This is an optimization exercise on Yosys and OpenROAD, whose aim is small area, a short achievable clock period and few clock cycles per item, not a production implementation. RTL that was checked went through simulation tests only; none was proved equivalent to the original. No functional check of the RTL was part of run 2.

==> flow/design.v (outline; a module is shown in full before it is edited, if it fits) <==
// module multiply: 962 lines
// module benc: 6 lines
// module kg000: 5 lines
// module kg001: 5 lines
// module kg110: 5 lines
// module kg111: 5 lines
// module kp00: 5 lines
// module kp01: 5 lines
// module kp10: 5 lines
// module kp11: 5 lines
// module fa: 6 lines
// module ha: 6 lines
module multiply (clk, prod, fin, mcand, mplier, reset);
  // ...
==> flow/flow/run.sh <==
#!/bin/bash
# Standard layout (the standard.sh, unchanged synthesis), but the ports get
# plain buf_2 buffers instead of the clkdlybuf4s50 delay cells that
# buffer_ports picks by default.  ORFS writes each step's log under orfs/logs.
export BUFFER_PORTS_ARGS="-buffer_cell sky130_fd_sc_hd__buf_2"
bash standard.sh > standard.log 2>&1
==> flow/standard.sh <==
#!/bin/bash
# synth_recipe.tcl (not shown) runs the flow's synth.tcl, then flattens the netlist and writes it again
# the make line also repeats each setting of config.mk as NAME=value (left out here)
make -C /OpenROAD-flow-scripts/flow DESIGN_CONFIG=/design/flow/config.mk WORK_HOME=/design/flow/orfs CLKGATE_MAP_FILE= SYNTH_SCRIPT=/design/flow/synth_recipe.tcl "${@:-finish}"
==> flow/config.mk <==
export PLATFORM = sky130hd
export DESIGN_NAME = multiply
export DESIGN_NICKNAME = multiply
export VERILOG_FILES = /design/flow/design.v
export SDC_FILE = /design/flow/constraint.sdc
export NUM_CORES = 4
export LEC_CHECK = 0
export CAP_MARGIN = 20
export CORE_MARGIN = 2
export CORE_UTILIZATION = 40
export CTS_BUF_LIST = sky130_fd_sc_hd__clkbuf_8
export SETUP_SLACK_MARGIN = 0.65
export SLEW_MARGIN = 20
export SYNTH_HIERARCHICAL = 1
export SYNTH_MINIMUM_KEEP_SIZE = 0
==> flow/constraint.sdc <==
create_clock -name core_clock -period 4.5 [get_ports {clk}]
set_input_delay 0.9000 -clock core_clock [delete_from_list [all_inputs] [get_ports {clk}]]
set_output_delay 0.9000 -clock core_clock [all_outputs]
set_load 0.01 [all_outputs]
==> out/qor.yml, run 1 <==
top_usage_layer: "met2"
synth_top_family_by_area: "adder cells"
grt_util_all_layers: 0.229
status: "finished clean"
path_class: "primary input to flop"
fin_util: 0.459
cts.sinks: 128
final_area_um2: 16400
yosysTopAreaCell: "fa_1"
multi_input_cells: 1120
sh_seq_area: 0.157
rsz0062_at_grt: "no"
wirelength_met1_um: 18100
final_nets: 1861
cp-endpoint: "C[23]"
slowest_stage: "fa_1"
n_all_buffers: 173
boundaryPins: 131
rr_endpoint: "C[17]"
core_um2: 35700
final_cells: 1988
dr_wl_met2_um: 20500
drc: 0
n_tap_cell: 461
synth-compound-area-share: 0.182
Testbench counts, summed over its fixed seeds: cycles 12,800, items 3,200.
==> inputs of run 2 (changes only) <==
--- a/flow/design.v
+++ b/flow/design.v
@@ -3,73 +3,73 @@
 	output [63:0] prod;
 	output fin;
 	input [31:0] mcand, mplier;
 	reg first;		 
 	reg [1:0] cnt;		 
 	reg [32:0] S, C;	 
 	reg [11:0] lx, ly;	 
 	reg cin;		 
-	reg [5:0] e1, e2;	 
+	reg [5:0] e1, e2, en;	 
 	reg [23:0] sh;	 
 	assign fin = (cnt == 3);
 	wire [35:0] mpx = {4'd0, mplier};
 	wire ld = first;	 
 	wire [12:0] nxt = ld ? mpx[23:11] : sh[23:11];	 
 	wire [32:0] a = S & {33{~ld}} | {1'b1, 32'd0} & {33{ld}};
 	wire [32:0] b = C & {33{~ld}};
 	wire [33:0] m1 = {2'b00, mcand};
 	wire [33:0] m2 = {1'b0, mcand, 1'b0};
 	wire [2:0] f0 = {mplier[1], mplier[0], 1'b0};
 	wire [2:0] q0 = nxt[2:0];
 	wire fs1_0, fs2_0;
 	benc ue0 (f0, fs1_0, fs2_0);
 	wire s1_0 = e1[0] | first & fs1_0;
 	wire s2_0 = e2[0] | first & fs2_0;
-	wire ng0 = first ? mplier[1] : sh[1];
+	wire ng0 = en[0] | first & f0[2];
 	wire [33:0] r0 = (({34{s1_0}} & m1) | ({34{s2_0}} & m2)) ^ {34{ng0}};
 	wire [2:0] f1 = {mplier[3], mplier[2], mplier[1]};
 	wire [2:0] q1 = nxt[4:2];
 	wire fs1_1, fs2_1;
 	benc ue1 (f1, fs1_1, fs2_1);
 	wire s1_1 = e1[1] | first & fs1_1;
 	wire s2_1 = e2[1] | first & fs2_1;
-	wire ng1 = first ? mplier[3] : sh[3];
+	wire ng1 = en[1] | first & f1[2];
 	wire [33:0] r1 = (({34{s1_1}} & m1) | ({34{s2_1}} & m2)) ^ {34{ng1}};
 	wire [2:0] f2 = {mplier[5], mplier[4], mplier[3]};
 	wire [2:0] q2 = nxt[6:4];
 	wire fs1_2, fs2_2;
 	benc ue2 (f2, fs1_2, fs2_2);
 	wire s1_2 = e1[2] | first & fs1_2;
 	wire s2_2 = e2[2] | first & fs2_2;
-	wire ng2 = first ? mplier[5] : sh[5];
+	wire ng2 = en[2] | first & f2[2];
 	wire [33:0] r2 = (({34{s1_2}} & m1) | ({34{s2_2}} & m2)) ^ {34{ng2}};
 	wire [2:0] f3 = {mplier[7], mplier[6], mplier[5]};
 	wire [2:0] q3 = nxt[8:6];
 	wire fs1_3, fs2_3;
 	benc ue3 (f3, fs1_3, fs2_3);
 	wire s1_3 = e1[3] | first & fs1_3;
 	wire s2_3 = e2[3] | first & fs2_3;
-	wire ng3 = first ? mplier[7] : sh[7];
+	wire ng3 = en[3] | first & f3[2];
 	wire [33:0] r3 = (({34{s1_3}} & m1) | ({34{s2_3}} & m2)) ^ {34{ng3}};
 	wire [2:0] f4 = {mplier[9], mplier[8], mplier[7]};
 	wire [2:0] q4 = nxt[10:8];
 	wire fs1_4, fs2_4;
 	benc ue4 (f4, fs1_4, fs2_4);
 	wire s1_4 = e1[4] | first & fs1_4;
 	wire s2_4 = e2[4] | first & fs2_4;
-	wire ng4 = first ? mplier[9] : sh[9];
+	wire ng4 = en[4] | first & f4[2];
 	wire [33:0] r4 = (({34{s1_4}} & m1) | ({34{s2_4}} & m2)) ^ {34{ng4}};
 	wire [2:0] f5 = {mplier[11], mplier[10], mplier[9]};
 	wire [2:0] q5 = nxt[12:10];
 	wire fs1_5, fs2_5;
 	benc ue5 (f5, fs1_5, fs2_5);
 	wire s1_5 = e1[5] | first & fs1_5;
 	wire s2_5 = e2[5] | first & fs2_5;
-	wire ng5 = first ? mplier[11] : sh[11];
+	wire ng5 = en[5] | first & f5[2];
 	wire [33:0] r5 = (({34{s1_5}} & m1) | ({34{s2_5}} & m2)) ^ {34{ng5}};
 	wire l0_6_0_s, l0_6_0_c;
 	ha ul0_6_0 (a[6], b[6], l0_6_0_s, l0_6_0_c);
 	wire l0_7_1_s, l0_7_1_c;
 	ha ul0_7_1 (a[7], b[7], l0_7_1_s, l0_7_1_c);
 	wire l0_8_2_s, l0_8_2_c;
 	fa ul0_8_2 (a[8], b[8], r0[8], l0_8_2_s, l0_8_2_c);
 	wire l0_8_3_s, l0_8_3_c;
@@ -542,16 +542,17 @@
 			cnt <= cnt + 1'b1;
 		S <= x[44:12];
 		C <= y[44:12];
 		lx <= x[11:0];
 		ly <= y[11:0];
 		cin <= low[12] & ~ld;
 		e1 <= reset ? 6'd0 : {q5[1] ^ q5[0], q4[1] ^ q4[0], q3[1] ^ q3[0], q2[1] ^ q2[0], q1[1] ^ q1[0], q0[1] ^ q0[0]};
 		e2 <= reset ? 6'd0 : {(q5[2] ^ q5[1]) & ~(q5[1] ^ q5[0]), (q4[2] ^ q4[1]) & ~(q4[1] ^ q4[0]), (q3[2] ^ q3[1]) & ~(q3[1] ^ q3[0]), (q2[2] ^ q2[1]) & ~(q2[1] ^ q2[0]), (q1[2] ^ q1[1]) & ~(q1[1] ^ q1[0]), (q0[2] ^ q0[1]) & ~(q0[1] ^ q0[0])};
+		en <= reset ? 6'd0 : {q5[2], q4[2], q3[2], q2[2], q1[2], q0[2]};
 		sh <= ld ? mpx[35:12] : {low[11:0], sh[23:12]};
 	end
 	wire hs_p0, hs_g0;
 	ha uhs_0 (lx[0], ly[0], hs_p0, hs_g0);
 	wire hs_p1, hs_g1;
 	ha uhs_1 (lx[1], ly[1], hs_p1, hs_g1);
 	wire hs_p2, hs_g2;
 	ha uhs_2 (lx[2], ly[2], hs_p2, hs_g2);
==> flow/flow/run.sh (replaced) <==
#!/bin/bash
# Standard layout, but with plain buffers on the ports instead of delay cells.
export BUFFER_PORTS_ARGS="-buffer_cell sky130_fd_sc_hd__buf_2"
bash standard.sh > standard.log 2>&1
==> flow/config.mk (replaced) <==
export PLATFORM = sky130hd
export DESIGN_NAME = multiply
export DESIGN_NICKNAME = multiply
export VERILOG_FILES = /design/flow/design.v
export SDC_FILE = /design/flow/constraint.sdc
export NUM_CORES = 4
export LEC_CHECK = 0
export CAP_MARGIN = 20
export CORE_MARGIN = 2
export CORE_UTILIZATION = 40
export SETUP_SLACK_MARGIN = 0.65
export SLEW_MARGIN = 20
export SYNTH_HIERARCHICAL = 1
export SYNTH_MINIMUM_KEEP_SIZE = 0
==> run 2 against run 1 <==
Still clean. Hold slack got worse by 0.048 ns. Setup slack worse by 0.041 ns. Routed wire length grew 2.4%. Maximum frequency is 1.1% lower. Critical path depth is the same. Register-to-register slack gained 0.02 ns. Count of clock-buffer cells in the layout stayed put. First-iteration DRC count fell by 3.0%.
==> out/qor.yml, run 2 <==
status: "finished clean"
worst_ep_required_time_ns: 3.60
gp_congestion: 0.854
firstDrtPassIters: 6
synth_cells: 1436
cts_hold_buf: 0
syn_area_per_cell_um2: 10.2
synthesis.area_um2: 14700
reg2regPathDepth: 9
skew_ns: 0.0174
setup_viol_count_final: 0
clkSlewWorstSetupHoldPaths_ns: 0.07
async_flop_share: 0
routed_wirelength_um: 43600
num_vias: 11200
placed_cell_area_um2: 15900
io_buffers: 130
synth_seq_area_share: 0.183
rr_startpoint: "first"
rsz0062_at_grt: "yes"
synthTopCellsByCount: "xnor2_1 (220), fa_1 (191), a22oi_1 (186)"
wl_per_cell_um: 21.7
final_cells: 2009  # +1.1%
cts.sinks: 134  # +4.7%
path_class: "flop to output port"
slowest_stage: "ha_1"
synth_edf_count: 0
grt_util_all_layers: 0.234  # +0.00515
dp_slack_ns: 0.365
ys.flop_type: "dfxtp_1"
max-clock-path-buffers: 2
die_area_um2: 38300
period_needed_ns: 3.71
clk-insertion-delay-late_ns: 0.44
place_hpwl_um: 31900
cts_buffers: 17
slew_violations: 0
cap_violations: 0
initial_core_util: 0.404
top_regs: "C: 32 flops, S: 32 flops, sh: 24 flops"
synth-seq-cells: 134
syn_to_final_growth_pct: 13.0
clockRootBuffer: "clkbuf_16"
crit_fanout: 9
first_iter_violations: 927
startpoint_type: "flop"
worstHoldPathCells: 1
core_um2: 36300  # +1.7%
grt_start_max_net_pins: 35
max_freq_mhz: 270
synthTopCellsByArea: "fa_1 (26%), dfxtp_1 (18%), xnor2_1 (13%)"
endpoint_kind: "output port"
worst_slew_pin_slew_ns: 0.895
vias_per_cell: 5.57
yosysTopAreaCell: "fa_1"
drc: 0  # unchanged
synth.distinct_cells: 50
dp.cells: 1970
final_nets: 1876  # +0.81%
finalHoldViolations: 0
slowest_delay_ns: 0.37
gr-total-overflow: 0
die_w_um: 196
boundaryPins: 131  # unchanged
fin_setup_tns_ns: 0
ant_nets: 0
crit_chain: "ha_1 -> a21oi_4 -> o21ai_4 -> a21oi_2 -> buf_4 -> o21ai_4 -> a21oi_4 -> buf_12 -> o21ai_1 -> xor2_1 -> buf_2"
yosysWarnings: 7
rr_endpoint: "C[19]"
holdCritStartpoint: "en[5]"
cts_tree: "built"
r2r_setup_slack_ns: 0.87
layout_commonest_cell: "xnor2_1"
final_area_um2: 16600  # +1.2%
synth_top_area_share: 0.260
period_share: 0.824
crit_arrival_ns: 2.81
slew_headroom: 0.402
drive_above_1_share: 0.206
yosysMostFrequentCell: "xnor2_1"
hold_path_class: "flop to flop"
min_to: "C[31]"
grt_pass1_wl_um: 68900
die_height_um: 196
fin_ws_ns: 0.790
antenna_found_initial: 3
layout_common_cells: "xnor2_1 (220), fa_1 (191), a22oi_1 (186)"
htreeDepth: 4
rows: 70
grt_pass1_vias: 11900
==> run 2: changes by cell type after synthesis, sizes merged, moves of 3 or more <==
cell,before,now
inv,71,75
xnor2,223,220
nand3,13,16
nor2,25,29
nand2,54,60
a21oi,74,83
mux2,7,3
dfxtp,128,134
or3,4,1
==> run 2: timing repair <==
item	in CTS	in global routing
buffers inserted	1	4
endpoints found under the setup margin	30	38
resized for setup	8	5
pin swaps	2	2
==> run 2: how the worst max path moves through the flow <==
stage                    from        to  slack (ns)  cells after the start
floorplan           mplier[1]    ly[11]        0.72                     10
global placement    mplier[3]     C[23]        0.41                     11
detailed placement  mplier[3]      C[9]        0.36                     11
CTS                     ly[0]  prod[58]        0.63                     11
global route            ly[0]  prod[58]        0.59                     11
finish                  ly[0]  prod[58]        0.79                     11
==> run 2: per-stage QoR <==
step	utilization	hold slack, ns
floorplan	-	0.439
global placement	0.437	0.467
detailed placement	0.437	0.468
CTS	0.455	0.479
global route	0.457	0.496
finish	0.457	0.476
==> run 2: logic make-up (layout without fill, tap and decap cells) <==
logic type               count (synthesis)  count (layout)  share of synthesized area
AND/OR/NAND/NOR                        212             212                     0.0786
buffers and inverters                  176             276                     0.0510
multiplexers                            17              17                     0.0127
other                                    1               6                   0.000255
AO/OA/AOI/OAI                          359             359                      0.184
adder cells (fa/ha/maj)                284             284                      0.340
XOR/XNOR                               253             253                      0.151
flip-flops                             134             134                      0.183
==> run 2: layout make-up <==
class	instances	area, um2
Timing Repair Buffer	169	1130
Inverter	75	282
Fill cell	3461	19700
Sequential cell	134	2690
Clock inverter	15	159
Antenna cell	2	5.00
Multi-Input combinational cell	1129	11300
Tap cell	468	586
Clock buffer	17	425
==> run 2: critical path: cells and delay by family (launching register included) <==
family,cells,cell delay (ns)
adder cells (fa/ha/maj),1,0.37
buffers and inverters,3,0.50
flip-flops,1,0.36
AO/OA/AOI/OAI,6,0.90
XOR/XNOR,1,0.22
==> run 2: routing by layer <==
metal  GRT usage  vias to the layer above  wire length, um
met1       0.300                     5643            18300
met5           0                        -               13
li1            -                     5063                -
met2       0.399                      412            21700
met3      0.0385                       80             2440
met4      0.0843                        2             1220
==> run 2: per-module statistics from Yosys, one instance, submodules excluded <==
module	area (um2)	copies in the design	cells inside
kp11	3.75	13	1
kp10	13.8	8	1
multiply	8460	1	945
ha	12.5	76	1
kp01	6.26	13	1
kp00	3.75	27	1
benc	31.3	6	4
kg001	12.5	22	2
kg000	8.76	38	1
kg111	5.00	22	1
kg110	12.5	18	2
fa	20.0	190	1

what the ideal ports hide:
The flow's constraints put no driver on any port. The routed layouts listed below were extracted and timed again, unchanged, in two steps. Step 1 sets driving cells, clkbuf_16 on the clock port and buf_2 on the other inputs (assumed; they add their load-dependent delay and slew). Step 2 moves the port delays by t, midway between the first and last clock arrival at a register: inputs arrive t later, outputs are due t later. That takes back most of the time a late clock gives input paths. a / b / c = ideal ports / drivers / drivers and shift; a / b = the first two.
run | t (ns) | setup WS [ns] | worst setup path after step 2
run 1 | 0.505 | 0.831 / 0.802 / 0.343 | input to register
run 2 | 0.485 | 0.790 / 0.736 / 0.328 | input to register
After both steps every run listed still meets setup and hold. For run 1, which loses most, drivers alone change the setup slack by -0.029 ns; drivers and shift together by -0.488 ns.
